Source: an optimization exercise on an open RTL-to-GDS flow (aim: small area and a short achievable clock period). Production flows keep margins and buffers that such runs may drop. Function was not checked in any run shown here: the RTL went through the layout flow alone. Power figures rest on the tool's default switching activity, not on a simulated workload.

[flow/design.v]
module DSP (A,B,D,C,CLK,CARRYIN,OPMODE,BCIN,RSTA,RSTB,RSTM,
RSTP,RSTC,RSTD,RSTCARRYIN,RSTOPMODE,CEA,CEB,CEM,CEP,CEC,CED,
CECARRYIN,CEOPMODE,PCIN,BCOUT,PCOUT,P,M,CARRYOUT,CARRYOUTF);
  parameter A0REG=0;
  parameter A1REG=1;
  parameter B0REG=0;
  parameter B1REG=1;
  parameter CREG=1;
  parameter DREG=1;
  parameter MREG=1;
  parameter PREG=1;
  parameter CARRYINREG=1;
  parameter CARRYOUTREG=1;
  parameter OPMODEREG=1;
  parameter CARRYINSEL="OPMODE5";
  parameter B_INPUT ="DIRECT";
  parameter RSTTYPE ="SYNC";
  input [17:0] A,B,D,BCIN;
  input [47:0] C,PCIN;
  input [7:0] OPMODE;
  input CLK,CARRYIN,RSTA,RSTB,RSTC,RSTCARRYIN,RSTD,RSTM,
  RSTOPMODE,RSTP,CEA,CEB,CECARRYIN,CEC,CED,CEM,CEOPMODE,CEP;
  output [17:0] BCOUT;
  output [47:0] PCOUT;
  output [47:0] P;
  output [35:0] M;
  output CARRYOUT,CARRYOUTF;
  reg [7:0] opm;
  reg [17:0] dr, ar, br;
  reg [47:0] cr, pr;
  reg cyi, cyo;
  reg [35:0] ms;
  reg [35:2] mc;
  reg mk;
  wire s6 = opm[6];
  wire [18:0] pre_w = {dr, 1'b1} + {B ^ {18{s6}}, s6};
  wire [17:0] pre = pre_w[18:1];
  wire [17:0] b_in = opm[4] ? pre : B;
  reg [8:0] enc_one, enc_two;
  wire [8:0] one_in = {(b_in[16] ^ b_in[15]), (b_in[14] ^ b_in[13]), (b_in[12] ^ b_in[11]), (b_in[10] ^ b_in[9]), (b_in[8] ^ b_in[7]), (b_in[6] ^ b_in[5]), (b_in[4] ^ b_in[3]), (b_in[2] ^ b_in[1]), (b_in[0] ^ 1'b0)};
  wire [8:0] two_in = {((b_in[17] & ~b_in[16] & ~b_in[15]) | (~b_in[17] & b_in[16] & b_in[15])), ((b_in[15] & ~b_in[14] & ~b_in[13]) | (~b_in[15] & b_in[14] & b_in[13])), ((b_in[13] & ~b_in[12] & ~b_in[11]) | (~b_in[13] & b_in[12] & b_in[11])), ((b_in[11] & ~b_in[10] & ~b_in[9]) | (~b_in[11] & b_in[10] & b_in[9])), ((b_in[9] & ~b_in[8] & ~b_in[7]) | (~b_in[9] & b_in[8] & b_in[7])), ((b_in[7] & ~b_in[6] & ~b_in[5]) | (~b_in[7] & b_in[6] & b_in[5])), ((b_in[5] & ~b_in[4] & ~b_in[3]) | (~b_in[5] & b_in[4] & b_in[3])), ((b_in[3] & ~b_in[2] & ~b_in[1]) | (~b_in[3] & b_in[2] & b_in[1])), ((b_in[1] & ~b_in[0] & ~1'b0) | (~b_in[1] & b_in[0] & 1'b0))};
  always @(posedge CLK) begin
    if (RSTOPMODE) opm <= 8'd0;
    else if (CEOPMODE) opm <= OPMODE;
  end
  always @(posedge CLK) begin
    if (RSTD) dr <= 18'd0;
    else if (CED) dr <= D;
  end
  always @(posedge CLK) begin
    if (RSTC) cr <= 48'd0;
    else if (CEC) cr <= C;
  end
  always @(posedge CLK) begin
    if (RSTA) ar <= 18'd0;
    else if (CEA) ar <= A;
  end
  always @(posedge CLK) begin
    if (RSTB) br <= 18'd0;
    else if (CEB) br <= b_in;
  end
  always @(posedge CLK) begin
    if (RSTCARRYIN) cyi <= 1'd0;
    else if (CECARRYIN) cyi <= opm[5];
  end
  always @(posedge CLK) begin
    if (RSTB) enc_one <= 9'd0;
    else if (CEB) enc_one <= one_in;
  end
  always @(posedge CLK) begin
    if (RSTB) enc_two <= 9'd0;
    else if (CEB) enc_two <= two_in;
  end
  wire one0 = enc_one[0];
  wire two0 = enc_two[0];
  wire neg0 = br[1];
  wire pp1 = ((one0 & ar[0]) | (two0 & 1'b0)) ^ neg0;
  wire pp2 = ((one0 & ar[1]) | (two0 & ar[0])) ^ neg0;
  wire pp3 = ((one0 & ar[2]) | (two0 & ar[1])) ^ neg0;
  wire pp4 = ((one0 & ar[3]) | (two0 & ar[2])) ^ neg0;
  wire pp5 = ((one0 & ar[4]) | (two0 & ar[3])) ^ neg0;
  wire pp6 = ((one0 & ar[5]) | (two0 & ar[4])) ^ neg0;
  wire pp7 = ((one0 & ar[6]) | (two0 & ar[5])) ^ neg0;
  wire pp8 = ((one0 & ar[7]) | (two0 & ar[6])) ^ neg0;
  wire pp9 = ((one0 & ar[8]) | (two0 & ar[7])) ^ neg0;
  wire pp10 = ((one0 & ar[9]) | (two0 & ar[8])) ^ neg0;
  wire pp11 = ((one0 & ar[10]) | (two0 & ar[9])) ^ neg0;
  wire pp12 = ((one0 & ar[11]) | (two0 & ar[10])) ^ neg0;
  wire pp13 = ((one0 & ar[12]) | (two0 & ar[11])) ^ neg0;
  wire pp14 = ((one0 & ar[13]) | (two0 & ar[12])) ^ neg0;
  wire pp15 = ((one0 & ar[14]) | (two0 & ar[13])) ^ neg0;
  wire pp16 = ((one0 & ar[15]) | (two0 & ar[14])) ^ neg0;
  wire pp17 = ((one0 & ar[16]) | (two0 & ar[15])) ^ neg0;
  wire pp18 = ((one0 & ar[17]) | (two0 & ar[16])) ^ neg0;
  wire pp19 = ((one0 & 1'b0) | (two0 & ar[17])) ^ neg0;
  wire ns20 = ~neg0;
  wire one1 = enc_one[1];
  wire two1 = enc_two[1];
  wire neg1 = br[3];
  wire pp21 = ((one1 & ar[0]) | (two1 & 1'b0)) ^ neg1;
  wire pp22 = ((one1 & ar[1]) | (two1 & ar[0])) ^ neg1;
  wire pp23 = ((one1 & ar[2]) | (two1 & ar[1])) ^ neg1;
  wire pp24 = ((one1 & ar[3]) | (two1 & ar[2])) ^ neg1;
  wire pp25 = ((one1 & ar[4]) | (two1 & ar[3])) ^ neg1;
  wire pp26 = ((one1 & ar[5]) | (two1 & ar[4])) ^ neg1;
  wire pp27 = ((one1 & ar[6]) | (two1 & ar[5])) ^ neg1;
  wire pp28 = ((one1 & ar[7]) | (two1 & ar[6])) ^ neg1;
  wire pp29 = ((one1 & ar[8]) | (two1 & ar[7])) ^ neg1;
  wire pp30 = ((one1 & ar[9]) | (two1 & ar[8])) ^ neg1;
  wire pp31 = ((one1 & ar[10]) | (two1 & ar[9])) ^ neg1;
  wire pp32 = ((one1 & ar[11]) | (two1 & ar[10])) ^ neg1;
  wire pp33 = ((one1 & ar[12]) | (two1 & ar[11])) ^ neg1;
  wire pp34 = ((one1 & ar[13]) | (two1 & ar[12])) ^ neg1;
  wire pp35 = ((one1 & ar[14]) | (two1 & ar[13])) ^ neg1;
  wire pp36 = ((one1 & ar[15]) | (two1 & ar[14])) ^ neg1;
  wire pp37 = ((one1 & ar[16]) | (two1 & ar[15])) ^ neg1;
  wire pp38 = ((one1 & ar[17]) | (two1 & ar[16])) ^ neg1;
  wire pp39 = ((one1 & 1'b0) | (two1 & ar[17])) ^ neg1;
  wire ns40 = ~neg1;
  wire one2 = enc_one[2];
  wire two2 = enc_two[2];
  wire neg2 = br[5];
  wire pp41 = ((one2 & ar[0]) | (two2 & 1'b0)) ^ neg2;
  wire pp42 = ((one2 & ar[1]) | (two2 & ar[0])) ^ neg2;
  wire pp43 = ((one2 & ar[2]) | (two2 & ar[1])) ^ neg2;
  wire pp44 = ((one2 & ar[3]) | (two2 & ar[2])) ^ neg2;
  wire pp45 = ((one2 & ar[4]) | (two2 & ar[3])) ^ neg2;
  wire pp46 = ((one2 & ar[5]) | (two2 & ar[4])) ^ neg2;
  wire pp47 = ((one2 & ar[6]) | (two2 & ar[5])) ^ neg2;
  wire pp48 = ((one2 & ar[7]) | (two2 & ar[6])) ^ neg2;
  wire pp49 = ((one2 & ar[8]) | (two2 & ar[7])) ^ neg2;
  wire pp50 = ((one2 & ar[9]) | (two2 & ar[8])) ^ neg2;
  wire pp51 = ((one2 & ar[10]) | (two2 & ar[9])) ^ neg2;
  wire pp52 = ((one2 & ar[11]) | (two2 & ar[10])) ^ neg2;
  wire pp53 = ((one2 & ar[12]) | (two2 & ar[11])) ^ neg2;
  wire pp54 = ((one2 & ar[13]) | (two2 & ar[12])) ^ neg2;
  wire pp55 = ((one2 & ar[14]) | (two2 & ar[13])) ^ neg2;
  wire pp56 = ((one2 & ar[15]) | (two2 & ar[14])) ^ neg2;
  wire pp57 = ((one2 & ar[16]) | (two2 & ar[15])) ^ neg2;
  wire pp58 = ((one2 & ar[17]) | (two2 & ar[16])) ^ neg2;
  wire pp59 = ((one2 & 1'b0) | (two2 & ar[17])) ^ neg2;
  wire ns60 = ~neg2;
  wire one3 = enc_one[3];
  wire two3 = enc_two[3];
  wire neg3 = br[7];
  wire pp61 = ((one3 & ar[0]) | (two3 & 1'b0)) ^ neg3;
  wire pp62 = ((one3 & ar[1]) | (two3 & ar[0])) ^ neg3;
  wire pp63 = ((one3 & ar[2]) | (two3 & ar[1])) ^ neg3;
  wire pp64 = ((one3 & ar[3]) | (two3 & ar[2])) ^ neg3;
  wire pp65 = ((one3 & ar[4]) | (two3 & ar[3])) ^ neg3;
  wire pp66 = ((one3 & ar[5]) | (two3 & ar[4])) ^ neg3;
  wire pp67 = ((one3 & ar[6]) | (two3 & ar[5])) ^ neg3;
  wire pp68 = ((one3 & ar[7]) | (two3 & ar[6])) ^ neg3;
  wire pp69 = ((one3 & ar[8]) | (two3 & ar[7])) ^ neg3;
  wire pp70 = ((one3 & ar[9]) | (two3 & ar[8])) ^ neg3;
  wire pp71 = ((one3 & ar[10]) | (two3 & ar[9])) ^ neg3;
  wire pp72 = ((one3 & ar[11]) | (two3 & ar[10])) ^ neg3;
  wire pp73 = ((one3 & ar[12]) | (two3 & ar[11])) ^ neg3;
  wire pp74 = ((one3 & ar[13]) | (two3 & ar[12])) ^ neg3;
  wire pp75 = ((one3 & ar[14]) | (two3 & ar[13])) ^ neg3;
  wire pp76 = ((one3 & ar[15]) | (two3 & ar[14])) ^ neg3;
  wire pp77 = ((one3 & ar[16]) | (two3 & ar[15])) ^ neg3;
  wire pp78 = ((one3 & ar[17]) | (two3 & ar[16])) ^ neg3;
  wire pp79 = ((one3 & 1'b0) | (two3 & ar[17])) ^ neg3;
  wire ns80 = ~neg3;
  wire one4 = enc_one[4];
  wire two4 = enc_two[4];
  wire neg4 = br[9];
  wire pp81 = ((one4 & ar[0]) | (two4 & 1'b0)) ^ neg4;
  wire pp82 = ((one4 & ar[1]) | (two4 & ar[0])) ^ neg4;
  wire pp83 = ((one4 & ar[2]) | (two4 & ar[1])) ^ neg4;
  wire pp84 = ((one4 & ar[3]) | (two4 & ar[2])) ^ neg4;
  wire pp85 = ((one4 & ar[4]) | (two4 & ar[3])) ^ neg4;
  wire pp86 = ((one4 & ar[5]) | (two4 & ar[4])) ^ neg4;
  wire pp87 = ((one4 & ar[6]) | (two4 & ar[5])) ^ neg4;
  wire pp88 = ((one4 & ar[7]) | (two4 & ar[6])) ^ neg4;
  wire pp89 = ((one4 & ar[8]) | (two4 & ar[7])) ^ neg4;
  wire pp90 = ((one4 & ar[9]) | (two4 & ar[8])) ^ neg4;
  wire pp91 = ((one4 & ar[10]) | (two4 & ar[9])) ^ neg4;
  wire pp92 = ((one4 & ar[11]) | (two4 & ar[10])) ^ neg4;
  wire pp93 = ((one4 & ar[12]) | (two4 & ar[11])) ^ neg4;
  wire pp94 = ((one4 & ar[13]) | (two4 & ar[12])) ^ neg4;
  wire pp95 = ((one4 & ar[14]) | (two4 & ar[13])) ^ neg4;
  wire pp96 = ((one4 & ar[15]) | (two4 & ar[14])) ^ neg4;
  wire pp97 = ((one4 & ar[16]) | (two4 & ar[15])) ^ neg4;
  wire pp98 = ((one4 & ar[17]) | (two4 & ar[16])) ^ neg4;
  wire pp99 = ((one4 & 1'b0) | (two4 & ar[17])) ^ neg4;
  wire ns100 = ~neg4;
  wire one5 = enc_one[5];
  wire two5 = enc_two[5];
  wire neg5 = br[11];
  wire pp101 = ((one5 & ar[0]) | (two5 & 1'b0)) ^ neg5;
  wire pp102 = ((one5 & ar[1]) | (two5 & ar[0])) ^ neg5;
  wire pp103 = ((one5 & ar[2]) | (two5 & ar[1])) ^ neg5;
  wire pp104 = ((one5 & ar[3]) | (two5 & ar[2])) ^ neg5;
  wire pp105 = ((one5 & ar[4]) | (two5 & ar[3])) ^ neg5;
  wire pp106 = ((one5 & ar[5]) | (two5 & ar[4])) ^ neg5;
  wire pp107 = ((one5 & ar[6]) | (two5 & ar[5])) ^ neg5;
  wire pp108 = ((one5 & ar[7]) | (two5 & ar[6])) ^ neg5;
  wire pp109 = ((one5 & ar[8]) | (two5 & ar[7])) ^ neg5;
  wire pp110 = ((one5 & ar[9]) | (two5 & ar[8])) ^ neg5;
  wire pp111 = ((one5 & ar[10]) | (two5 & ar[9])) ^ neg5;
  wire pp112 = ((one5 & ar[11]) | (two5 & ar[10])) ^ neg5;
  wire pp113 = ((one5 & ar[12]) | (two5 & ar[11])) ^ neg5;
  wire pp114 = ((one5 & ar[13]) | (two5 & ar[12])) ^ neg5;
  wire pp115 = ((one5 & ar[14]) | (two5 & ar[13])) ^ neg5;
  wire pp116 = ((one5 & ar[15]) | (two5 & ar[14])) ^ neg5;
  wire pp117 = ((one5 & ar[16]) | (two5 & ar[15])) ^ neg5;
  wire pp118 = ((one5 & ar[17]) | (two5 & ar[16])) ^ neg5;
  wire pp119 = ((one5 & 1'b0) | (two5 & ar[17])) ^ neg5;
  wire ns120 = ~neg5;
  wire one6 = enc_one[6];
  wire two6 = enc_two[6];
  wire neg6 = br[13];
  wire pp121 = ((one6 & ar[0]) | (two6 & 1'b0)) ^ neg6;
  wire pp122 = ((one6 & ar[1]) | (two6 & ar[0])) ^ neg6;
  wire pp123 = ((one6 & ar[2]) | (two6 & ar[1])) ^ neg6;
  wire pp124 = ((one6 & ar[3]) | (two6 & ar[2])) ^ neg6;
  wire pp125 = ((one6 & ar[4]) | (two6 & ar[3])) ^ neg6;
  wire pp126 = ((one6 & ar[5]) | (two6 & ar[4])) ^ neg6;
  wire pp127 = ((one6 & ar[6]) | (two6 & ar[5])) ^ neg6;
  wire pp128 = ((one6 & ar[7]) | (two6 & ar[6])) ^ neg6;
  wire pp129 = ((one6 & ar[8]) | (two6 & ar[7])) ^ neg6;
  wire pp130 = ((one6 & ar[9]) | (two6 & ar[8])) ^ neg6;
  wire pp131 = ((one6 & ar[10]) | (two6 & ar[9])) ^ neg6;
  wire pp132 = ((one6 & ar[11]) | (two6 & ar[10])) ^ neg6;
  wire pp133 = ((one6 & ar[12]) | (two6 & ar[11])) ^ neg6;
  wire pp134 = ((one6 & ar[13]) | (two6 & ar[12])) ^ neg6;
  wire pp135 = ((one6 & ar[14]) | (two6 & ar[13])) ^ neg6;
  wire pp136 = ((one6 & ar[15]) | (two6 & ar[14])) ^ neg6;
  wire pp137 = ((one6 & ar[16]) | (two6 & ar[15])) ^ neg6;
  wire pp138 = ((one6 & ar[17]) | (two6 & ar[16])) ^ neg6;
  wire pp139 = ((one6 & 1'b0) | (two6 & ar[17])) ^ neg6;
  wire ns140 = ~neg6;
  wire one7 = enc_one[7];
  wire two7 = enc_two[7];
  wire neg7 = br[15];
  wire pp141 = ((one7 & ar[0]) | (two7 & 1'b0)) ^ neg7;
  wire pp142 = ((one7 & ar[1]) | (two7 & ar[0])) ^ neg7;
  wire pp143 = ((one7 & ar[2]) | (two7 & ar[1])) ^ neg7;
  wire pp144 = ((one7 & ar[3]) | (two7 & ar[2])) ^ neg7;
  wire pp145 = ((one7 & ar[4]) | (two7 & ar[3])) ^ neg7;
  wire pp146 = ((one7 & ar[5]) | (two7 & ar[4])) ^ neg7;
  wire pp147 = ((one7 & ar[6]) | (two7 & ar[5])) ^ neg7;
  wire pp148 = ((one7 & ar[7]) | (two7 & ar[6])) ^ neg7;
  wire pp149 = ((one7 & ar[8]) | (two7 & ar[7])) ^ neg7;
  wire pp150 = ((one7 & ar[9]) | (two7 & ar[8])) ^ neg7;
  wire pp151 = ((one7 & ar[10]) | (two7 & ar[9])) ^ neg7;
  wire pp152 = ((one7 & ar[11]) | (two7 & ar[10])) ^ neg7;
  wire pp153 = ((one7 & ar[12]) | (two7 & ar[11])) ^ neg7;
  wire pp154 = ((one7 & ar[13]) | (two7 & ar[12])) ^ neg7;
  wire pp155 = ((one7 & ar[14]) | (two7 & ar[13])) ^ neg7;
  wire pp156 = ((one7 & ar[15]) | (two7 & ar[14])) ^ neg7;
  wire pp157 = ((one7 & ar[16]) | (two7 & ar[15])) ^ neg7;
  wire pp158 = ((one7 & ar[17]) | (two7 & ar[16])) ^ neg7;
  wire pp159 = ((one7 & 1'b0) | (two7 & ar[17])) ^ neg7;
  wire ns160 = ~neg7;
  wire one8 = enc_one[8];
  wire two8 = enc_two[8];
  wire neg8 = br[17];
  wire pp161 = ((one8 & ar[0]) | (two8 & 1'b0)) ^ neg8;
  wire pp162 = ((one8 & ar[1]) | (two8 & ar[0])) ^ neg8;
  wire pp163 = ((one8 & ar[2]) | (two8 & ar[1])) ^ neg8;
  wire pp164 = ((one8 & ar[3]) | (two8 & ar[2])) ^ neg8;
  wire pp165 = ((one8 & ar[4]) | (two8 & ar[3])) ^ neg8;
  wire pp166 = ((one8 & ar[5]) | (two8 & ar[4])) ^ neg8;
  wire pp167 = ((one8 & ar[6]) | (two8 & ar[5])) ^ neg8;
  wire pp168 = ((one8 & ar[7]) | (two8 & ar[6])) ^ neg8;
  wire pp169 = ((one8 & ar[8]) | (two8 & ar[7])) ^ neg8;
  wire pp170 = ((one8 & ar[9]) | (two8 & ar[8])) ^ neg8;
  wire pp171 = ((one8 & ar[10]) | (two8 & ar[9])) ^ neg8;
  wire pp172 = ((one8 & ar[11]) | (two8 & ar[10])) ^ neg8;
  wire pp173 = ((one8 & ar[12]) | (two8 & ar[11])) ^ neg8;
  wire pp174 = ((one8 & ar[13]) | (two8 & ar[12])) ^ neg8;
  wire pp175 = ((one8 & ar[14]) | (two8 & ar[13])) ^ neg8;
  wire pp176 = ((one8 & ar[15]) | (two8 & ar[14])) ^ neg8;
  wire pp177 = ((one8 & ar[16]) | (two8 & ar[15])) ^ neg8;
  wire pp178 = ((one8 & ar[17]) | (two8 & ar[16])) ^ neg8;
  wire pp179 = ((one8 & 1'b0) | (two8 & ar[17])) ^ neg8;
  wire ns180 = ~neg8;
  wire pp181 = br[17] & ar[0];
  wire pp182 = br[17] & ar[1];
  wire pp183 = br[17] & ar[2];
  wire pp184 = br[17] & ar[3];
  wire pp185 = br[17] & ar[4];
  wire pp186 = br[17] & ar[5];
  wire pp187 = br[17] & ar[6];
  wire pp188 = br[17] & ar[7];
  wire pp189 = br[17] & ar[8];
  wire pp190 = br[17] & ar[9];
  wire pp191 = br[17] & ar[10];
  wire pp192 = br[17] & ar[11];
  wire pp193 = br[17] & ar[12];
  wire pp194 = br[17] & ar[13];
  wire pp195 = br[17] & ar[14];
  wire pp196 = br[17] & ar[15];
  wire pp197 = br[17] & ar[16];
  wire pp198 = br[17] & ar[17];
  wire nc199 = ~ns20;
  wire nc200 = ~ns20;
  wire nc201 = ~pp185;
  wire nc202 = ~pp187;
  wire nc203 = ~pp189;
  wire nc204 = ~pp191;
  wire nc205 = ~pp193;
  wire nc206 = ~pp195;
  wire nc207 = ~pp197;
  wire s208 = neg1 ^ pp21 ^ pp3;
  wire c209 = (neg1 & pp21) | (neg1 & pp3) | (pp21 & pp3);
  wire s210 = pp22 ^ pp4;
  wire c211 = pp22 & pp4;
  wire s212 = neg2 ^ pp23 ^ pp41;
  wire c213 = (neg2 & pp23) | (neg2 & pp41) | (pp23 & pp41);
  wire s214 = pp5 ^ c211;
  wire c215 = pp5 & c211;
  wire s216 = pp24 ^ pp42 ^ pp6;
  wire c217 = (pp24 & pp42) | (pp24 & pp6) | (pp42 & pp6);
  wire s218 = c213 ^ c215;
  wire c219 = c213 & c215;
  wire s220 = neg3 ^ pp25 ^ pp43;
  wire c221 = (neg3 & pp25) | (neg3 & pp43) | (pp25 & pp43);
  wire s222 = pp61 ^ pp7 ^ c217;
  wire c223 = (pp61 & pp7) | (pp61 & c217) | (pp7 & c217);
  wire s224 = s220 ^ c219;
  wire c225 = s220 & c219;
  wire s226 = pp26 ^ pp44 ^ pp62;
  wire c227 = (pp26 & pp44) | (pp26 & pp62) | (pp44 & pp62);
  wire s228 = pp8 ^ c221 ^ s226;
  wire c229 = (pp8 & c221) | (pp8 & s226) | (c221 & s226);
  wire s230 = c223 ^ c225;
  wire c231 = c223 & c225;
  wire s232 = neg4 ^ pp27 ^ pp45;
  wire c233 = (neg4 & pp27) | (neg4 & pp45) | (pp27 & pp45);
  wire s234 = pp63 ^ pp81 ^ pp9;
  wire c235 = (pp63 & pp81) | (pp63 & pp9) | (pp81 & pp9);
  wire s236 = c227 ^ s232 ^ s234;
  wire c237 = (c227 & s232) | (c227 & s234) | (s232 & s234);
  wire s238 = c229 ^ s236;
  wire c239 = c229 & s236;
  wire s240 = pp10 ^ pp28 ^ pp46;
  wire c241 = (pp10 & pp28) | (pp10 & pp46) | (pp28 & pp46);
  wire s242 = pp64 ^ pp82 ^ c233;
  wire c243 = (pp64 & pp82) | (pp64 & c233) | (pp82 & c233);
  wire s244 = c235 ^ s240 ^ c237;
  wire c245 = (c235 & s240) | (c235 & c237) | (s240 & c237);
  wire s246 = s242 ^ c239;
  wire c247 = s242 & c239;
  wire s248 = neg5 ^ pp101 ^ pp11;
  wire c249 = (neg5 & pp101) | (neg5 & pp11) | (pp101 & pp11);
  wire s250 = pp29 ^ pp47 ^ pp65;
  wire c251 = (pp29 & pp47) | (pp29 & pp65) | (pp47 & pp65);
  wire s252 = pp83 ^ c241 ^ s248;
  wire c253 = (pp83 & c241) | (pp83 & s248) | (c241 & s248);
  wire s254 = s250 ^ c243 ^ s252;
  wire c255 = (s250 & c243) | (s250 & s252) | (c243 & s252);
  wire s256 = c245 ^ c247;
  wire c257 = c245 & c247;
  wire s258 = pp102 ^ pp12 ^ pp30;
  wire c259 = (pp102 & pp12) | (pp102 & pp30) | (pp12 & pp30);
  wire s260 = pp48 ^ pp66 ^ pp84;
  wire c261 = (pp48 & pp66) | (pp48 & pp84) | (pp66 & pp84);
  wire s262 = c249 ^ c251 ^ s258;
  wire c263 = (c249 & c251) | (c249 & s258) | (c251 & s258);
  wire s264 = s260 ^ c253 ^ s262;
  wire c265 = (s260 & c253) | (s260 & s262) | (c253 & s262);
  wire s266 = c255 ^ s264;
  wire c267 = c255 & s264;
  wire s268 = neg6 ^ pp103 ^ pp121;
  wire c269 = (neg6 & pp103) | (neg6 & pp121) | (pp103 & pp121);
  wire s270 = pp13 ^ pp31 ^ pp49;
  wire c271 = (pp13 & pp31) | (pp13 & pp49) | (pp31 & pp49);
  wire s272 = pp67 ^ pp85 ^ c259;
  wire c273 = (pp67 & pp85) | (pp67 & c259) | (pp85 & c259);
  wire s274 = c261 ^ s268 ^ s270;
  wire c275 = (c261 & s268) | (c261 & s270) | (s268 & s270);
  wire s276 = c263 ^ s272 ^ s274;
  wire c277 = (c263 & s272) | (c263 & s274) | (s272 & s274);
  wire s278 = c265 ^ s276;
  wire c279 = c265 & s276;
  wire s280 = pp104 ^ pp122 ^ pp14;
  wire c281 = (pp104 & pp122) | (pp104 & pp14) | (pp122 & pp14);
  wire s282 = pp32 ^ pp50 ^ pp68;
  wire c283 = (pp32 & pp50) | (pp32 & pp68) | (pp50 & pp68);
  wire s284 = pp86 ^ c269 ^ c271;
  wire c285 = (pp86 & c269) | (pp86 & c271) | (c269 & c271);
  wire s286 = s280 ^ s282 ^ c273;
  wire c287 = (s280 & s282) | (s280 & c273) | (s282 & c273);
  wire s288 = c275 ^ s284 ^ s286;
  wire c289 = (c275 & s284) | (c275 & s286) | (s284 & s286);
  wire s290 = c277 ^ c279;
  wire c291 = c277 & c279;
  wire s292 = neg7 ^ pp105 ^ pp123;
  wire c293 = (neg7 & pp105) | (neg7 & pp123) | (pp105 & pp123);
  wire s294 = pp141 ^ pp15 ^ pp33;
  wire c295 = (pp141 & pp15) | (pp141 & pp33) | (pp15 & pp33);
  wire s296 = pp51 ^ pp69 ^ pp87;
  wire c297 = (pp51 & pp69) | (pp51 & pp87) | (pp69 & pp87);
  wire s298 = c281 ^ c283 ^ s292;
  wire c299 = (c281 & c283) | (c281 & s292) | (c283 & s292);
  wire s300 = s294 ^ s296 ^ c285;
  wire c301 = (s294 & s296) | (s294 & c285) | (s296 & c285);
  wire s302 = s298 ^ c287 ^ s300;
  wire c303 = (s298 & c287) | (s298 & s300) | (c287 & s300);
  wire s304 = c289 ^ s302;
  wire c305 = c289 & s302;
  wire s306 = pp106 ^ pp124 ^ pp142;
  wire c307 = (pp106 & pp124) | (pp106 & pp142) | (pp124 & pp142);
  wire s308 = pp16 ^ pp34 ^ pp52;
  wire c309 = (pp16 & pp34) | (pp16 & pp52) | (pp34 & pp52);
  wire s310 = pp70 ^ pp88 ^ c293;
  wire c311 = (pp70 & pp88) | (pp70 & c293) | (pp88 & c293);
  wire s312 = c295 ^ c297 ^ s306;
  wire c313 = (c295 & c297) | (c295 & s306) | (c297 & s306);
  wire s314 = s308 ^ c299 ^ s310;
  wire c315 = (s308 & c299) | (s308 & s310) | (c299 & s310);
  wire s316 = s312 ^ c301 ^ s314;
  wire c317 = (s312 & c301) | (s312 & s314) | (c301 & s314);
  wire s318 = c303 ^ s316;
  wire c319 = c303 & s316;
  wire s320 = neg8 ^ pp107 ^ pp125;
  wire c321 = (neg8 & pp107) | (neg8 & pp125) | (pp107 & pp125);
  wire s322 = pp143 ^ pp161 ^ pp17;
  wire c323 = (pp143 & pp161) | (pp143 & pp17) | (pp161 & pp17);
  wire s324 = pp35 ^ pp53 ^ pp71;
  wire c325 = (pp35 & pp53) | (pp35 & pp71) | (pp53 & pp71);
  wire s326 = pp89 ^ c307 ^ c309;
  wire c327 = (pp89 & c307) | (pp89 & c309) | (c307 & c309);
  wire s328 = s320 ^ s322 ^ s324;
  wire c329 = (s320 & s322) | (s320 & s324) | (s322 & s324);
  wire s330 = c311 ^ c313 ^ s326;
  wire c331 = (c311 & c313) | (c311 & s326) | (c313 & s326);
  wire s332 = s328 ^ c315 ^ s330;
  wire c333 = (s328 & c315) | (s328 & s330) | (c315 & s330);
  wire s334 = c317 ^ s332;
  wire c335 = c317 & s332;
  wire s336 = pp108 ^ pp126 ^ pp144;
  wire c337 = (pp108 & pp126) | (pp108 & pp144) | (pp126 & pp144);
  wire s338 = pp162 ^ pp18 ^ pp36;
  wire c339 = (pp162 & pp18) | (pp162 & pp36) | (pp18 & pp36);
  wire s340 = pp54 ^ pp72 ^ pp90;
  wire c341 = (pp54 & pp72) | (pp54 & pp90) | (pp72 & pp90);
  wire s342 = c321 ^ c323 ^ c325;
  wire c343 = (c321 & c323) | (c321 & c325) | (c323 & c325);
  wire s344 = s336 ^ s338 ^ s340;
  wire c345 = (s336 & s338) | (s336 & s340) | (s338 & s340);
  wire s346 = c327 ^ c329 ^ s342;
  wire c347 = (c327 & c329) | (c327 & s342) | (c329 & s342);
  wire s348 = s344 ^ c331 ^ s346;
  wire c349 = (s344 & c331) | (s344 & s346) | (c331 & s346);
  wire s350 = c333 ^ s348;
  wire c351 = c333 & s348;
  wire s352 = pp181 ^ pp109 ^ pp127;
  wire c353 = (pp181 & pp109) | (pp181 & pp127) | (pp109 & pp127);
  wire s354 = pp145 ^ pp163 ^ pp19;
  wire c355 = (pp145 & pp163) | (pp145 & pp19) | (pp163 & pp19);
  wire s356 = pp37 ^ pp55 ^ pp73;
  wire c357 = (pp37 & pp55) | (pp37 & pp73) | (pp55 & pp73);
  wire s358 = pp91 ^ c337 ^ c339;
  wire c359 = (pp91 & c337) | (pp91 & c339) | (c337 & c339);
  wire s360 = c341 ^ s352 ^ s354;
  wire c361 = (c341 & s352) | (c341 & s354) | (s352 & s354);
  wire s362 = s356 ^ c343 ^ c345;
  wire c363 = (s356 & c343) | (s356 & c345) | (c343 & c345);
  wire s364 = s358 ^ s360 ^ c347;
  wire c365 = (s358 & s360) | (s358 & c347) | (s360 & c347);
  wire s366 = s362 ^ c349 ^ s364;
  wire c367 = (s362 & c349) | (s362 & s364) | (c349 & s364);
  wire s368 = pp182 ^ nc199 ^ pp110;
  wire c369 = (pp182 & nc199) | (pp182 & pp110) | (nc199 & pp110);
  wire s370 = pp128 ^ pp146 ^ pp164;
  wire c371 = (pp128 & pp146) | (pp128 & pp164) | (pp146 & pp164);
  wire s372 = pp38 ^ pp56 ^ pp74;
  wire c373 = (pp38 & pp56) | (pp38 & pp74) | (pp56 & pp74);
  wire s374 = pp92 ^ c353 ^ c355;
  wire c375 = (pp92 & c353) | (pp92 & c355) | (c353 & c355);
  wire s376 = c357 ^ s368 ^ s370;
  wire c377 = (c357 & s368) | (c357 & s370) | (s368 & s370);
  wire s378 = s372 ^ c359 ^ c361;
  wire c379 = (s372 & c359) | (s372 & c361) | (c359 & c361);
  wire s380 = s374 ^ s376 ^ c363;
  wire c381 = (s374 & s376) | (s374 & c363) | (s376 & c363);
  wire s382 = s378 ^ c365 ^ s380;
  wire c383 = (s378 & c365) | (s378 & s380) | (c365 & s380);
  wire s384 = pp183 ^ nc200 ^ pp111;
  wire c385 = (pp183 & nc200) | (pp183 & pp111) | (nc200 & pp111);
  wire s386 = pp129 ^ pp147 ^ pp165;
  wire c387 = (pp129 & pp147) | (pp129 & pp165) | (pp147 & pp165);
  wire s388 = pp39 ^ pp57 ^ pp75;
  wire c389 = (pp39 & pp57) | (pp39 & pp75) | (pp57 & pp75);
  wire s390 = pp93 ^ c369 ^ c371;
  wire c391 = (pp93 & c369) | (pp93 & c371) | (c369 & c371);
  wire s392 = c373 ^ s384 ^ s386;
  wire c393 = (c373 & s384) | (c373 & s386) | (s384 & s386);
  wire s394 = s388 ^ c375 ^ c377;
  wire c395 = (s388 & c375) | (s388 & c377) | (c375 & c377);
  wire s396 = s390 ^ s392 ^ c379;
  wire c397 = (s390 & s392) | (s390 & c379) | (s392 & c379);
  wire s398 = s394 ^ c381 ^ s396;
  wire c399 = (s394 & c381) | (s394 & s396) | (c381 & s396);
  wire s400 = ns20 ^ ns40 ^ pp184;
  wire c401 = (ns20 & ns40) | (ns20 & pp184) | (ns40 & pp184);
  wire s402 = pp112 ^ pp130 ^ pp148;
  wire c403 = (pp112 & pp130) | (pp112 & pp148) | (pp130 & pp148);
  wire s404 = pp166 ^ pp58 ^ pp76;
  wire c405 = (pp166 & pp58) | (pp166 & pp76) | (pp58 & pp76);
  wire s406 = pp94 ^ s400 ^ c385;
  wire c407 = (pp94 & s400) | (pp94 & c385) | (s400 & c385);
  wire s408 = c387 ^ c389 ^ s402;
  wire c409 = (c387 & c389) | (c387 & s402) | (c389 & s402);
  wire s410 = s404 ^ c391 ^ c393;
  wire c411 = (s404 & c391) | (s404 & c393) | (c391 & c393);
  wire s412 = s406 ^ s408 ^ c395;
  wire c413 = (s406 & s408) | (s406 & c395) | (s408 & c395);
  wire s414 = s410 ^ c397 ^ s412;
  wire c415 = (s410 & c397) | (s410 & s412) | (c397 & s412);
  wire s416 = nc201 ^ pp113 ^ pp131;
  wire c417 = (nc201 & pp113) | (nc201 & pp131) | (pp113 & pp131);
  wire s418 = pp149 ^ pp167 ^ pp59;
  wire c419 = (pp149 & pp167) | (pp149 & pp59) | (pp167 & pp59);
  wire s420 = pp77 ^ pp95 ^ c401;
  wire c421 = (pp77 & pp95) | (pp77 & c401) | (pp95 & c401);
  wire s422 = c403 ^ c405 ^ s416;
  wire c423 = (c403 & c405) | (c403 & s416) | (c405 & s416);
  wire s424 = s418 ^ s420 ^ c407;
  wire c425 = (s418 & s420) | (s418 & c407) | (s420 & c407);
  wire s426 = c409 ^ s422 ^ c411;
  wire c427 = (c409 & s422) | (c409 & c411) | (s422 & c411);
  wire s428 = s424 ^ c413 ^ s426;
  wire c429 = (s424 & c413) | (s424 & s426) | (c413 & s426);
  wire s430 = ns60 ^ pp185 ^ pp186;
  wire c431 = (ns60 & pp185) | (ns60 & pp186) | (pp185 & pp186);
  wire s432 = pp114 ^ pp132 ^ pp150;
  wire c433 = (pp114 & pp132) | (pp114 & pp150) | (pp132 & pp150);
  wire s434 = pp168 ^ pp78 ^ pp96;
  wire c435 = (pp168 & pp78) | (pp168 & pp96) | (pp78 & pp96);
  wire s436 = s430 ^ c417 ^ c419;
  wire c437 = (s430 & c417) | (s430 & c419) | (c417 & c419);
  wire s438 = c421 ^ s432 ^ s434;
  wire c439 = (c421 & s432) | (c421 & s434) | (s432 & s434);
  wire s440 = c423 ^ s436 ^ s438;
  wire c441 = (c423 & s436) | (c423 & s438) | (s436 & s438);
  wire s442 = c425 ^ s440 ^ c427;
  wire c443 = (c425 & s440) | (c425 & c427) | (s440 & c427);
  wire s444 = nc202 ^ pp115 ^ pp133;
  wire c445 = (nc202 & pp115) | (nc202 & pp133) | (pp115 & pp133);
  wire s446 = pp151 ^ pp169 ^ pp79;
  wire c447 = (pp151 & pp169) | (pp151 & pp79) | (pp169 & pp79);
  wire s448 = pp97 ^ c431 ^ c433;
  wire c449 = (pp97 & c431) | (pp97 & c433) | (c431 & c433);
  wire s450 = c435 ^ s444 ^ s446;
  wire c451 = (c435 & s444) | (c435 & s446) | (s444 & s446);
  wire s452 = c437 ^ c439 ^ s448;
  wire c453 = (c437 & c439) | (c437 & s448) | (c439 & s448);
  wire s454 = s450 ^ c441 ^ s452;
  wire c455 = (s450 & c441) | (s450 & s452) | (c441 & s452);
  wire s456 = ns80 ^ pp187 ^ pp188;
  wire c457 = (ns80 & pp187) | (ns80 & pp188) | (pp187 & pp188);
  wire s458 = pp116 ^ pp134 ^ pp152;
  wire c459 = (pp116 & pp134) | (pp116 & pp152) | (pp134 & pp152);
  wire s460 = pp170 ^ pp98 ^ s456;
  wire c461 = (pp170 & pp98) | (pp170 & s456) | (pp98 & s456);
  wire s462 = c445 ^ c447 ^ s458;
  wire c463 = (c445 & c447) | (c445 & s458) | (c447 & s458);
  wire s464 = s460 ^ c449 ^ c451;
  wire c465 = (s460 & c449) | (s460 & c451) | (c449 & c451);
  wire s466 = s462 ^ c453 ^ s464;
  wire c467 = (s462 & c453) | (s462 & s464) | (c453 & s464);
  wire s468 = nc203 ^ pp117 ^ pp135;
  wire c469 = (nc203 & pp117) | (nc203 & pp135) | (pp117 & pp135);
  wire s470 = pp153 ^ pp171 ^ pp99;
  wire c471 = (pp153 & pp171) | (pp153 & pp99) | (pp171 & pp99);
  wire s472 = c457 ^ c459 ^ s468;
  wire c473 = (c457 & c459) | (c457 & s468) | (c459 & s468);
  wire s474 = s470 ^ c461 ^ c463;
  wire c475 = (s470 & c461) | (s470 & c463) | (c461 & c463);
  wire s476 = s472 ^ c465 ^ s474;
  wire c477 = (s472 & c465) | (s472 & s474) | (c465 & s474);
  wire s478 = ns100 ^ pp189 ^ pp190;
  wire c479 = (ns100 & pp189) | (ns100 & pp190) | (pp189 & pp190);
  wire s480 = pp118 ^ pp136 ^ pp154;
  wire c481 = (pp118 & pp136) | (pp118 & pp154) | (pp136 & pp154);
  wire s482 = pp172 ^ s478 ^ c469;
  wire c483 = (pp172 & s478) | (pp172 & c469) | (s478 & c469);
  wire s484 = c471 ^ s480 ^ c473;
  wire c485 = (c471 & s480) | (c471 & c473) | (s480 & c473);
  wire s486 = s482 ^ c475 ^ s484;
  wire c487 = (s482 & c475) | (s482 & s484) | (c475 & s484);
  wire s488 = nc204 ^ pp119 ^ pp137;
  wire c489 = (nc204 & pp119) | (nc204 & pp137) | (pp119 & pp137);
  wire s490 = pp155 ^ pp173 ^ c479;
  wire c491 = (pp155 & pp173) | (pp155 & c479) | (pp173 & c479);
  wire s492 = c481 ^ s488 ^ s490;
  wire c493 = (c481 & s488) | (c481 & s490) | (s488 & s490);
  wire s494 = c483 ^ s492 ^ c485;
  wire c495 = (c483 & s492) | (c483 & c485) | (s492 & c485);
  wire s496 = ns120 ^ pp191 ^ pp192;
  wire c497 = (ns120 & pp191) | (ns120 & pp192) | (pp191 & pp192);
  wire s498 = pp138 ^ pp156 ^ pp174;
  wire c499 = (pp138 & pp156) | (pp138 & pp174) | (pp156 & pp174);
  wire s500 = s496 ^ c489 ^ c491;
  wire c501 = (s496 & c489) | (s496 & c491) | (c489 & c491);
  wire s502 = s498 ^ c493 ^ s500;
  wire c503 = (s498 & c493) | (s498 & s500) | (c493 & s500);
  wire s504 = nc205 ^ pp139 ^ pp157;
  wire c505 = (nc205 & pp139) | (nc205 & pp157) | (pp139 & pp157);
  wire s506 = pp175 ^ c497 ^ c499;
  wire c507 = (pp175 & c497) | (pp175 & c499) | (c497 & c499);
  wire s508 = s504 ^ c501 ^ s506;
  wire c509 = (s504 & c501) | (s504 & s506) | (c501 & s506);
  wire s510 = ns140 ^ pp193 ^ pp194;
  wire c511 = (ns140 & pp193) | (ns140 & pp194) | (pp193 & pp194);
  wire s512 = pp158 ^ pp176 ^ s510;
  wire c513 = (pp158 & pp176) | (pp158 & s510) | (pp176 & s510);
  wire s514 = c505 ^ s512 ^ c507;
  wire c515 = (c505 & s512) | (c505 & c507) | (s512 & c507);
  wire s516 = nc206 ^ pp159 ^ pp177;
  wire c517 = (nc206 & pp159) | (nc206 & pp177) | (pp159 & pp177);
  wire s518 = c511 ^ s516 ^ c513;
  wire c519 = (c511 & s516) | (c511 & c513) | (s516 & c513);
  wire s520 = ns160 ^ pp195 ^ pp196;
  wire c521 = (ns160 & pp195) | (ns160 & pp196) | (pp195 & pp196);
  wire s522 = pp178 ^ s520 ^ c517;
  wire c523 = (pp178 & s520) | (pp178 & c517) | (s520 & c517);
  wire s524 = nc207 ^ pp179 ^ c521;
  wire c525 = (nc207 & pp179) | (nc207 & c521) | (pp179 & c521);
  wire s526 = ns180 ^ pp197 ^ pp198;
  wire c527 = (ns180 & pp197) | (ns180 & pp198) | (pp197 & pp198);
  wire s528 = neg0 ^ pp1;
  wire c529 = neg0 & pp1;
  wire s530 = pp2 ^ c529;
  wire c531 = pp2 & c529;
  wire [35:0] prod_s = {s526, s524, s522, s518, c509, c503, s502, c487, c477, c467, c455, s454, c429, c415, c399, c383, c367, c351, c335, c319, c305, c291, s288, c267, c257, s254, s244, c231, s228, s222, s216, s212, s210, c531, s530, s528};
  wire [35:0] prod_c = {c525, c523, c519, c515, s514, s508, c495, s494, s486, s476, s466, c443, s442, s428, s414, s398, s382, s366, s350, s334, s318, s304, s290, s278, s266, s256, s246, s238, s230, s224, s218, s214, c209, s208, 1'b0, 1'b0};
  wire mk_in = ~(c527);
  always @(posedge CLK) begin
    if (RSTM) ms <= 36'd0;
    else if (CEM) ms <= prod_s;
  end
  always @(posedge CLK) begin
    if (RSTM) mc <= 34'd0;
    else if (CEM) mc <= prod_c[35:2];
  end
  always @(posedge CLK) begin
    if (RSTM) mk <= 1'd0;
    else if (CEM) mk <= mk_in;
  end
  wire [35:0] mc36 = {mc, 2'd0};
  assign M = ms + mc36;
  wire s7 = opm[7];
  wire xm = opm[1:0] == 2'd1;
  wire km = mk;   
  wire [47:0] x1 = ({48{xm}} & {{12{km}}, ms})
                 | ({48{opm[1:0] == 2'd2}} & pr)
                 | ({48{opm[1:0] == 2'd3}} & {dr[11:0], ar, br});
  wire [47:0] x2 = {48{xm}} & {12'd0, mc36};
  wire [47:0] zs = (({48{opm[3:2] == 2'd1}} & PCIN)
                 | ({48{opm[3:2] == 2'd2}} & pr)
                 | ({48{opm[3:2] == 2'd3}} & cr)) ^ {48{s7}};
  wire [47:0] ca_s, ca_c;
  assign ca_s[0] = zs[0] ^ x1[0];
  assign ca_c[0] = zs[0] & x1[0];
  assign ca_s[1] = zs[1] ^ x1[1];
  assign ca_c[1] = zs[1] & x1[1];
  assign ca_s[2] = zs[2] ^ x1[2] ^ x2[2];
  assign ca_c[2] = (zs[2] & x1[2]) | (zs[2] & x2[2]) | (x1[2] & x2[2]);
  assign ca_s[3] = zs[3] ^ x1[3] ^ x2[3];
  assign ca_c[3] = (zs[3] & x1[3]) | (zs[3] & x2[3]) | (x1[3] & x2[3]);
  assign ca_s[4] = zs[4] ^ x1[4] ^ x2[4];
  assign ca_c[4] = (zs[4] & x1[4]) | (zs[4] & x2[4]) | (x1[4] & x2[4]);
  assign ca_s[5] = zs[5] ^ x1[5] ^ x2[5];
  assign ca_c[5] = (zs[5] & x1[5]) | (zs[5] & x2[5]) | (x1[5] & x2[5]);
  assign ca_s[6] = zs[6] ^ x1[6] ^ x2[6];
  assign ca_c[6] = (zs[6] & x1[6]) | (zs[6] & x2[6]) | (x1[6] & x2[6]);
  assign ca_s[7] = zs[7] ^ x1[7] ^ x2[7];
  assign ca_c[7] = (zs[7] & x1[7]) | (zs[7] & x2[7]) | (x1[7] & x2[7]);
  assign ca_s[8] = zs[8] ^ x1[8] ^ x2[8];
  assign ca_c[8] = (zs[8] & x1[8]) | (zs[8] & x2[8]) | (x1[8] & x2[8]);
  assign ca_s[9] = zs[9] ^ x1[9] ^ x2[9];
  assign ca_c[9] = (zs[9] & x1[9]) | (zs[9] & x2[9]) | (x1[9] & x2[9]);
  assign ca_s[10] = zs[10] ^ x1[10] ^ x2[10];
  assign ca_c[10] = (zs[10] & x1[10]) | (zs[10] & x2[10]) | (x1[10] & x2[10]);
  assign ca_s[11] = zs[11] ^ x1[11] ^ x2[11];
  assign ca_c[11] = (zs[11] & x1[11]) | (zs[11] & x2[11]) | (x1[11] & x2[11]);
  assign ca_s[12] = zs[12] ^ x1[12] ^ x2[12];
  assign ca_c[12] = (zs[12] & x1[12]) | (zs[12] & x2[12]) | (x1[12] & x2[12]);
  assign ca_s[13] = zs[13] ^ x1[13] ^ x2[13];
  assign ca_c[13] = (zs[13] & x1[13]) | (zs[13] & x2[13]) | (x1[13] & x2[13]);
  assign ca_s[14] = zs[14] ^ x1[14] ^ x2[14];
  assign ca_c[14] = (zs[14] & x1[14]) | (zs[14] & x2[14]) | (x1[14] & x2[14]);
  assign ca_s[15] = zs[15] ^ x1[15] ^ x2[15];
  assign ca_c[15] = (zs[15] & x1[15]) | (zs[15] & x2[15]) | (x1[15] & x2[15]);
  assign ca_s[16] = zs[16] ^ x1[16] ^ x2[16];
  assign ca_c[16] = (zs[16] & x1[16]) | (zs[16] & x2[16]) | (x1[16] & x2[16]);
  assign ca_s[17] = zs[17] ^ x1[17] ^ x2[17];
  assign ca_c[17] = (zs[17] & x1[17]) | (zs[17] & x2[17]) | (x1[17] & x2[17]);
  assign ca_s[18] = zs[18] ^ x1[18] ^ x2[18];
  assign ca_c[18] = (zs[18] & x1[18]) | (zs[18] & x2[18]) | (x1[18] & x2[18]);
  assign ca_s[19] = zs[19] ^ x1[19] ^ x2[19];
  assign ca_c[19] = (zs[19] & x1[19]) | (zs[19] & x2[19]) | (x1[19] & x2[19]);
  assign ca_s[20] = zs[20] ^ x1[20] ^ x2[20];
  assign ca_c[20] = (zs[20] & x1[20]) | (zs[20] & x2[20]) | (x1[20] & x2[20]);
  assign ca_s[21] = zs[21] ^ x1[21] ^ x2[21];
  assign ca_c[21] = (zs[21] & x1[21]) | (zs[21] & x2[21]) | (x1[21] & x2[21]);
  assign ca_s[22] = zs[22] ^ x1[22] ^ x2[22];
  assign ca_c[22] = (zs[22] & x1[22]) | (zs[22] & x2[22]) | (x1[22] & x2[22]);
  assign ca_s[23] = zs[23] ^ x1[23] ^ x2[23];
  assign ca_c[23] = (zs[23] & x1[23]) | (zs[23] & x2[23]) | (x1[23] & x2[23]);
  assign ca_s[24] = zs[24] ^ x1[24] ^ x2[24];
  assign ca_c[24] = (zs[24] & x1[24]) | (zs[24] & x2[24]) | (x1[24] & x2[24]);
  assign ca_s[25] = zs[25] ^ x1[25] ^ x2[25];
  assign ca_c[25] = (zs[25] & x1[25]) | (zs[25] & x2[25]) | (x1[25] & x2[25]);
  assign ca_s[26] = zs[26] ^ x1[26] ^ x2[26];
  assign ca_c[26] = (zs[26] & x1[26]) | (zs[26] & x2[26]) | (x1[26] & x2[26]);
  assign ca_s[27] = zs[27] ^ x1[27] ^ x2[27];
  assign ca_c[27] = (zs[27] & x1[27]) | (zs[27] & x2[27]) | (x1[27] & x2[27]);
  assign ca_s[28] = zs[28] ^ x1[28] ^ x2[28];
  assign ca_c[28] = (zs[28] & x1[28]) | (zs[28] & x2[28]) | (x1[28] & x2[28]);
  assign ca_s[29] = zs[29] ^ x1[29] ^ x2[29];
  assign ca_c[29] = (zs[29] & x1[29]) | (zs[29] & x2[29]) | (x1[29] & x2[29]);
  assign ca_s[30] = zs[30] ^ x1[30] ^ x2[30];
  assign ca_c[30] = (zs[30] & x1[30]) | (zs[30] & x2[30]) | (x1[30] & x2[30]);
  assign ca_s[31] = zs[31] ^ x1[31] ^ x2[31];
  assign ca_c[31] = (zs[31] & x1[31]) | (zs[31] & x2[31]) | (x1[31] & x2[31]);
  assign ca_s[32] = zs[32] ^ x1[32] ^ x2[32];
  assign ca_c[32] = (zs[32] & x1[32]) | (zs[32] & x2[32]) | (x1[32] & x2[32]);
  assign ca_s[33] = zs[33] ^ x1[33] ^ x2[33];
  assign ca_c[33] = (zs[33] & x1[33]) | (zs[33] & x2[33]) | (x1[33] & x2[33]);
  assign ca_s[34] = zs[34] ^ x1[34] ^ x2[34];
  assign ca_c[34] = (zs[34] & x1[34]) | (zs[34] & x2[34]) | (x1[34] & x2[34]);
  assign ca_s[35] = zs[35] ^ x1[35] ^ x2[35];
  assign ca_c[35] = (zs[35] & x1[35]) | (zs[35] & x2[35]) | (x1[35] & x2[35]);
  assign ca_s[36] = zs[36] ^ x1[36];
  assign ca_c[36] = zs[36] & x1[36];
  assign ca_s[37] = zs[37] ^ x1[37];
  assign ca_c[37] = zs[37] & x1[37];
  assign ca_s[38] = zs[38] ^ x1[38];
  assign ca_c[38] = zs[38] & x1[38];
  assign ca_s[39] = zs[39] ^ x1[39];
  assign ca_c[39] = zs[39] & x1[39];
  assign ca_s[40] = zs[40] ^ x1[40];
  assign ca_c[40] = zs[40] & x1[40];
  assign ca_s[41] = zs[41] ^ x1[41];
  assign ca_c[41] = zs[41] & x1[41];
  assign ca_s[42] = zs[42] ^ x1[42];
  assign ca_c[42] = zs[42] & x1[42];
  assign ca_s[43] = zs[43] ^ x1[43];
  assign ca_c[43] = zs[43] & x1[43];
  assign ca_s[44] = zs[44] ^ x1[44];
  assign ca_c[44] = zs[44] & x1[44];
  assign ca_s[45] = zs[45] ^ x1[45];
  assign ca_c[45] = zs[45] & x1[45];
  assign ca_s[46] = zs[46] ^ x1[46];
  assign ca_c[46] = zs[46] & x1[46];
  assign ca_s[47] = zs[47] ^ x1[47];
  assign ca_c[47] = zs[47] & x1[47];
  wire [49:0] t_w = {1'b0, ca_s, 1'b1} + {1'b0, ca_c[46:0], 1'b0, cyi};
  wire [47:0] post = t_w[48:1] ^ {48{s7}};
  wire post_c = t_w[49] ^ ca_c[47] ^ (xm & km);
  always @(posedge CLK) begin
    if (RSTP) pr <= 48'd0;
    else if (CEP) pr <= post;
  end
  always @(posedge CLK) begin
    if (RSTCARRYIN) cyo <= 1'd0;
    else if (CECARRYIN) cyo <= post_c;
  end
  assign BCOUT = br;
  assign P = pr;
  assign PCOUT = pr;
  assign CARRYOUT = cyo;
  assign CARRYOUTF = cyo;
endmodule
[flow/run.sh]
#!/bin/bash
# synth_recipe.tcl (not shown) runs the flow's synth.tcl, then flattens the netlist and writes it again
# the make line also repeats each setting of config.mk as NAME=value (left out here)
make -C /OpenROAD-flow-scripts/flow DESIGN_CONFIG=/design/flow/config.mk WORK_HOME=/design/flow/orfs CLKGATE_MAP_FILE= SYNTH_SCRIPT=/design/flow/synth_recipe.tcl finish
[flow/config.mk]
export PLATFORM = sky130hd
export DESIGN_NAME = DSP
export DESIGN_NICKNAME = DSP
export VERILOG_FILES = /design/flow/design.v
export SDC_FILE = /design/flow/constraint.sdc
export NUM_CORES = 4
export LEC_CHECK = 0
export ABC_AREA = 1
export CAP_MARGIN = 20
export CORE_MARGIN = 2
export CORE_UTILIZATION = 40
export SETUP_SLACK_MARGIN = 3.5
export SLEW_MARGIN = 20
[flow/constraint.sdc]
create_clock -name core_clock -period 7.0 [get_ports {CLK}]
set_input_delay 1.4000 -clock core_clock [delete_from_list [all_inputs] [get_ports {CLK}]]
set_output_delay 1.4000 -clock core_clock [all_outputs]
set_load 0.01 [all_outputs]
==> summary.md, run 1 <==
| Metric | Value |
|---|---|
| Pre-Repair DR Iteration Count | 6 |
| Grt ovf | 0 |
| Die Y | 262 um |
| TritonCTS clock tree | yes |
| P_sw | 4.73 mW |
| Clock Path Buffers | 3 |
| Critical Path AT | 2810 ps |
| Core Footprint | 65700 um^2 |
| Placer congestion estimate | 0.988 |
| Pin count of the biggest net entering global routing | 76 |
| # fillers | 5464 |
| Area share of the largest cell type after synthesis | 0.187 |
| Die X | 262 um |
| Worst Path Required | 5600 ps |
| Layout Skew | 49.5 ps |
| Post-synthesis net count | 4350 |
| P&R area growth vs syn | 52.8% |
| Final period util | 0.601 |
| Power share of the combinational group | 0.630 |
| Class of the most critical setup path | flip-flop to primary output |
| Clock share of power | 0.176 |
| Setup tns final | 0 ps |
| Unrepaired setup endpoints after global routing | yes |
| Peak supply drop | 0.000223 V |
| Min-delay worst type | flip-flop to flip-flop |
| Hold buffers post-CTS | 0 |
| Ys Warns | 1 |
| Initial antenna violation count | 3 |
| Power per Cell Area | 250 nW/um^2 |
| Clk latency of the worst-skew pair | 640 ps |
| Setup slack, reg-to-reg | 3180 ps |
| CP Launch Type | flip-flop |
| Flip-flop and latch count after synthesis | 248 |
| Routed Antenna Nets | 0 |
| Port-buffer cells | 326 |
| Routed len/inst | 24.4 um |
| Post-Syn Instances | 3852 |
| Clock sinks | 248 |
| Num CTS Buffers | 31 |
| WL final | 129000 um |
| P_int | 5.43 mW |
| DPL Wire Length | 82000 um |
| Final setup viols | 0 |
| Post-synth cell types | 58 |
| Synth area leader | dfxtp_1 |
| First-pass GRT wire length | 179000 um |
| H-tree depth | 1 |
| GR Util All Layers | 0.348 |
| Vias in the first global route | 28400 |
| Largest cells by area after synthesis | dfxtp_1 (19%), fa_1 (13%), nand2_1 (11%) |
| Post-synth ARST share | 0 |
| Die area | 68500 um^2 |
| Fin nets | 4909 |
| Max-slew violations | 0 |
| Row cnt | 94 |
| Vias per inst | 5.72 |
| Number of I/O pins | 346 |
| Seq/Total Area, Yosys | 0.187 |
| Via count | 30300 |
| Relative slew margins | 0.154 |
| Clk Tree Root Cell | clkbuf_16 |
| Leakage | 18.1 nW |
| CP endpoint kind | primary output |
| Final Cell Area | 40600 um^2 |
| Initial DRC Count | 3429 |
| DRC | 0 |
| Sw frac | 0.465 |
| Mapped Area | 26600 um^2 |
| Initial Utilization | 0.404 |
| Share of post-route cells with drive strength above 1 | 0.356 |
| Final hold vios | 0 |
| Outcome | finished clean |
| Worst slew pin tran | 1270 ps |
| Post-synth EDFFs | 0 |
| Period minus WS final | 4210 ps |
| Max-Cap Viols | 0 |
| Critical Path Fanout Max | 4 |
| Peak Freq | 0.238 GHz |
| Reg clk slew, reported paths | 70 ps |
| Post-synth top flop | dfxtp_1 |
| Register share of total power | 0.194 |
| Placed cell area | 30600 um^2 |
| Average cell area after synthesis | 6.89 um^2 |
==> power by group through the flow <==
stage / sequential (mW) / combinational, mW / clock, mW
2_1_floorplan: 1.77 / 2.86 / 0
5_1_grt: 1.97 / 6.82 / 1.87
3_5_place_dp: 1.90 / 4.47 / 0
4_1_cts: 1.92 / 5.61 / 1.80
6_report: 1.97 / 6.40 / 1.79
3_3_place_gp: 1.90 / 4.45 / 0
==> synth_stat cells (6+ instances only) <==
cell      instances
nand2_2          15
a21boi_0          6
a211oi_1         29
a21o_1           17
inv_1           544
o22ai_1         168
o21bai_1          6
nor2_2           11
buf_4            64
a221oi_1         13
o21a_1           10
buf_1            19
a31oi_1          15
inv_2             7
fa_1            175
o21ai_0         149
or2_2             6
buf_2            20
xor2_1          292
dfxtp_1         248
nand2_1         783
nor2_1          344
a21oi_1         261
o221ai_1         14
ha_1            129
clkbuf_1        151
xnor2_1          39
o21ai_1          19
a21oi_2           8
nand4_1          15
o21ai_2          11
clkinv_1         24
o211ai_1         30
nand3_1         146
nor3_1           22
==> stage by stage <==
step                power [mW]  std cells  utilization  hold WS (ps)  setup WS [ps]
finish                    10.2       5302        0.617           461           2790
global route              10.7       5300        0.617           489           2720
CTS                       9.33       5208        0.576           463           2750
detailed placement        6.38       4824        0.466           453           2180
global placement          6.35       4824        0.466           449           2190
floorplan                 4.63       3852            -           434           3390
==> worst max-delay path: stages (launching register included) <==
cell and delay [ps]:
dfxtp_4 370, ha_4 160, inv_2 40, fa_2 380
o21ai_4 200, a21oi_4 100, o21bai_4 210, nand3_2 120
nand3_4 130, a21oi_4 70, xor2_2 230, buf_2 190
==> final cells by class <==
class	count	area, um^2	area share
Antenna cell	2	5.00	0.000123
Multi-Input combinational cell	2774	23300	0.574
Clock buffer	37	828	0.0204
Inverter	575	2460	0.0605
Tap cell	864	1080	0.0266
Timing Repair Buffer	768	7380	0.182
Sequential cell	248	5170	0.127
Clock inverter	21	265	0.00653
Timing Repair inverter	13	104	0.00256
==> registers in the layout, summed over array words and instances, names as in the netlist, 9 cells and up <==
signal / count
cr: 48
pr: 48
ms: 36
mc: 34
ar: 18
br: 18
dr: 18
enc_two: 9
==> layout by cell type, fill, tap and decap left out, types with 20 or more instances in the layout <==
master,synthesis,routed
clkbuf_16,0,33
nand2_2,15,99
clkdlybuf4s50_1,0,253
buf_4,64,292
xor2_2,0,48
a21oi_2,8,46
buf_2,20,40
xor2_1,292,239
o21ai_1,19,24
o21ai_4,0,20
clkinvlp_4,0,31
nor2_1,344,244
a21oi_4,2,38
a21oi_1,261,187
inv_2,7,110
fa_2,0,44
dfxtp_1,248,164
o21ai_0,149,112
a211oi_1,29,26
nand3_2,4,64
buf_6,2,106
nand3_1,146,65
nand2_1,783,631
dfxtp_2,0,45
buf_12,0,33
nor2_2,11,32
nand2_4,1,58
o211ai_1,30,30
fa_1,175,131
ha_1,129,57
dfxtp_4,0,39
o22ai_1,168,143
xnor2_1,39,32
nand3_4,0,21
nor2_4,0,81
inv_1,544,411
ha_4,0,67
o21ai_2,11,23
==> metal layers <==
metal	wire, um	GRT usage	part of all wire	up-vias
li1	-	-	-	13400
met1	48900	0.450	0.38	14300
met2	56400	0.541	0.44	2007
met3	13500	0.0613	0.10	549
met4	10300	0.212	0.080	4
met5	31	0	0.00024	-
==> kinds of logic (layout without fill, tap and decap cells) <==
| logic type | Yosys count | count (layout) | synth area share |
|---|---|---|---|
| AO/OA/AOI/OAI | 774 | 774 | 0.174 |
| XOR/XNOR | 331 | 331 | 0.109 |
| adder cells (fa/ha/maj) | 304 | 304 | 0.193 |
| buffers and inverters | 832 | 1414 | 0.128 |
| flip-flops | 248 | 248 | 0.187 |
| multiplexers | 2 | 2 | 0.00127 |
| other | 0 | 2 | 0 |
| AND/OR/NAND/NOR | 1361 | 1363 | 0.208 |
==> timing repair <==
action	in CTS	in global routing
buffers inserted	307	88
pin swaps	353	352
gates resized for setup	1128	468
setup endpoints to repair	107	104
cloned	19	4
==> worst paths after layout <==
| check | startpoint | to | cells after the start |
|---|---|---|---|
| hold reg to reg | cr[42] | cr[42] | 2 |
| setup reg to reg | ar[14] | mc[18] | 15 |
| setup / recovery | mc[2] | M[34] | 11 |
| hold / removal | cr[42] | cr[42] | 2 |
==> run 2, diff against run 1 <==
--- a/flow/config.mk
+++ b/flow/config.mk
@@ -9,5 +9,4 @@
 export CAP_MARGIN = 20
 export CORE_MARGIN = 2
 export CORE_UTILIZATION = 40
-export SETUP_SLACK_MARGIN = 3.5
 export SLEW_MARGIN = 20
==> run 2 against run 1 <==
  * Worst setup slack worse by 1200 ps
  * Core utilization down 14 points
  * Non-clock buffer count down 405
  * Sequential share of layout area up 3.2 points
  * Global-route usage down 4.5 points
  * Critical path depth unchanged
  * Cell count down 7.9%
  * Highest routed layer unchanged
  * Hold slack about the same
  * Clock power up 8%
==> summary.md, run 2 <==
| Metric | Value |
|---|---|
| Post-CTS Resized | 0 (-100%) |
| H-tree depth | 2 (+1) |
| Synth area leader | dfxtp_1 |
| Share of post-route cells with drive strength above 1 | 0.0435 (-0.312) |
| Final setup viols | 0 (unchanged) |
| Tot Pwr | 8.14 mW (-20%) |
| Most common cell on crit path | nand3_1 |
| Critical Path AT | 3960 ps (+1150 ps) |
| Crit-path leading delay family | adder cells |
| Worst slew pin tran | 1090 ps (-178 ps) |
| CP Launch Type | flip-flop |
| Hold buffers post-CTS | 0 (unchanged) |
| Largest cells by area after synthesis | dfxtp_1 (19%), fa_1 (13%), nand2_1 (11%) |
| Min-delay worst type | flip-flop to flip-flop |
| Ys Warns | 1 (unchanged) |
| Core Footprint | 65700 um^2 (unchanged) |
| Row cnt | 94 (unchanged) |
| DPL Wire Length | 80500 um (-1.9%) |
| Die Y | 262 um (unchanged) |
| Post-synth EDFFs | 0 (unchanged) |
| Initial DRC Count | 2644 (-23%) |
| Critical Path Fanout Max | 4 (unchanged) |
| Average cell area after synthesis | 6.89 um^2 (unchanged) |
| Relative slew margins | 0.272 (+0.119) |
| Grt ovf | 0 (unchanged) |
| Clk Tree Root Cell | clkbuf_16 |
| Unrepaired setup endpoints after global routing | no |
| WL final | 105000 um (-19%) |
| Post-Syn Instances | 3852 (unchanged) |
| Initial Utilization | 0.404 (unchanged) |
| Period minus WS final | 5360 ps (+1150 ps) |
| Most common cell in the netlist | nand2_1 |
| Vias per inst | 5.39 (-5.8%) |
| Max-Cap Viols | 0 (unchanged) |
| Final period util | 0.765 (+0.164) |
| Post-synth ARST share | 0 (unchanged) |
| Pin count of the biggest net entering global routing | 76 (unchanged) |
| Mapped Area | 26600 um^2 (unchanged) |
| Port-buffer cells | 326 (unchanged) |
| Final Cell Area | 31200 um^2 (-23%) |
| CP max stage cell | clkdlybuf4s50_1 |
| Setup tns final | 0 ps (unchanged) |
| Flip-flop and latch count after synthesis | 248 (unchanged) |
| GR Util All Layers | 0.303 (-0.0452) |
| Final hold vios | 0 (unchanged) |
| Worst Path Required | 5600 ps (about the same) |
| Peak supply drop | 0.000152 V (-32%) |
| CP endpoint kind | primary output |
| Post-synth cell types | 58 (unchanged) |
| Class of the most critical setup path | flip-flop to primary output |
| Reg clk slew, reported paths | 60 ps (about the same) |
| Clk latency of the worst-skew pair | 590 ps (-50 ps) |
| Seq/Total Area, Yosys | 0.187 (unchanged) |
| Critical path's largest stage delay | 640 ps (+260 ps) |
| Fin nets | 4493 (-8.5%) |
| Routed Antenna Nets | 0 (unchanged) |
| Routed len/inst | 21.4 um (-12%) |
| Pre-Repair DR Iteration Count | 6 (unchanged) |
| TritonCTS clock tree | yes |
| Most common cell after layout, fill and taps aside | nand2_1 |
| Die X | 262 um (unchanged) |
| First-pass GRT wire length | 157000 um (-12%) |
| Util after Layout | 0.474 (-0.143) |
| Vias in the first global route | 25400 (-10%) |
| Placer congestion estimate | 1.01 (+1.8%) |
| Number of I/O pins | 346 (unchanged) |
| Layout Skew | 37.7 ps (-11.8 ps) |
| DRC | 0 (unchanged) |
| Post-synth top flop | dfxtp_1 |
| P&R area growth vs syn | 17.3% |
| Most frequent cells in the layout | nand2_1 (783), inv_1 (542), nor2_1 (341) |
| Top flop regs | cr: 48 flops, pr: 48 flops, ms: 36 flops |
| Outcome | finished clean |
| Peak Freq | 0.187 GHz (-21%) |
| Die area | 68500 um^2 (unchanged) |
| Num CTS Buffers | 35 (+13%) |
| Buffer count from post-CTS setup fixing | 0 (-100%) |
| Via count | 26300 (-13%) |
| Initial antenna violation count | 3 (unchanged) |
| Leakage | 14.5 nW (-20%) |
| Placed cell area | 29900 um^2 (-2.2%) |
| Worst-path cell chain | ha_1 > inv_1 > fa_1 > o21ai_2 > a21oi_2 > o21bai_4 > nand3_1 > nand3_1 > a21oi_1 > xor2_1 > clkdlybuf4s50_1 |
| Max-slew violations | 0 (unchanged) |
| Area share of the largest cell type after synthesis | 0.187 (unchanged) |
| Clock sinks | 248 (unchanged) |
| Buf/Inv on CP | 2 (unchanged) |
| Power per Cell Area | 261 nW/um^2 (+4.4%) |
| Post-synthesis net count | 4350 (unchanged) |
| Top post-synthesis cells by count | nand2_1 (783), inv_1 (544), nor2_1 (344) |
| Clock Path Buffers | 3 (unchanged) |
## run 2: cell counts after synthesis
No cell type changed its count.
## run 2: report_power, final
part | internal (mW) | switching [mW] | leakage [nW]
Clock | 1.18 | 0.754 | 0.590
Sequential | 1.60 | 0.324 | 2.06
Combinational | 1.75 | 2.53 | 11.8
## run 2: cells by family (layout without fill, tap and decap cells)
logic type / after synthesis / after routing / share of synthesized area
buffers and inverters: 832 / 999 / 0.128
AND/OR/NAND/NOR: 1361 / 1361 / 0.208
AO/OA/AOI/OAI: 774 / 774 / 0.174
adder cells (fa/ha/maj): 304 / 304 / 0.193
flip-flops: 248 / 248 / 0.187
XOR/XNOR: 331 / 331 / 0.109
other: 0 / 2 / 0
multiplexers: 2 / 2 / 0.00127
## run 2: area by class of cell
class / instances / area (um^2)
clock buffer: 48 / 996
sequential: 248 / 4970
inverter: 575 / 2160
fill: 6845 / 34600
clock inverter: 13 / 215
timing repair buffer: 363 / 3520
multi-input combinational: 2772 / 18200
tap: 864 / 1080
antenna: 2 / 5.00
## run 2: metrics by stage
step	hold WS [ps]	worst slack (ps)	cells
2_1_floorplan	434	3150	3852
3_3_place_gp	449	2030	4822
3_5_place_dp	452	2040	4822
4_1_cts	460	1590	4883
5_1_grt	473	1530	4883
6_report	461	1640	4885
## run 2: routing by layer
metal,up-vias,wire [um],global-route usage
li1,12600,-,-
met1,12400,44300,0.399
met2,1125,47200,0.487
met3,235,8410,0.0523
met4,2,4810,0.132
met5,-,8,0
## run 2: path summary, 6_finish.rpt
path,from,end,slack (ps),cells past startpoint
max,mc[2],M[34],1640,11
max reg2reg,opm[1],pr[30],1970,17
min,cr[46],cr[46],460,2
min reg2reg,cr[46],cr[46],460,2
## run 2: worst reg2reg max path, stage by stage, from the launching register on
cell,delay (ps)
dfxtp_1,390
nand2_1,110
buf_4,380
clkinv_1,770
a221oi_1,790
fa_1,520
inv_1,70
ha_1,320
a21o_1,230
a21oi_4,300
nor2_1,80
nor2_1,160
o21bai_1,210
a21oi_1,270
xor2_1,170
nand2_1,60
nand2_1,80
inv_1,30

## port drivers added, routing unchanged
Ports are ideal in the flow. The routed layouts listed here were re-timed in OpenROAD.
Step 1, drivers: a clkbuf_16 drives CLK and a buf_2 each remaining input, both assumed.
Step 2 moves the port delays by t, midway between the first and last clock arrival at a register: inputs arrive t later, outputs are due t later. That takes back most of the time a late clock gives input paths.
Slacks: ideal / step 1 / step 2; pairs: ideal / step 1.
run | t (ns) | slack for setup (ns) | hold WS [ns] | worst data-port slew with drivers (ns)
run 1 | 0.678 | 2.793 / 2.726 / 2.572 | 0.461 / 0.461 / 0.461 | 0.11
run 2 | 0.635 | 1.642 / 1.574 / 1.968 | 0.461 / 0.461 / 0.461 | 0.07
After both steps every run listed still meets setup and hold. The setup slack of run 1, which loses most, moves by -0.067 ns with the drivers and by -0.221 ns with both steps.
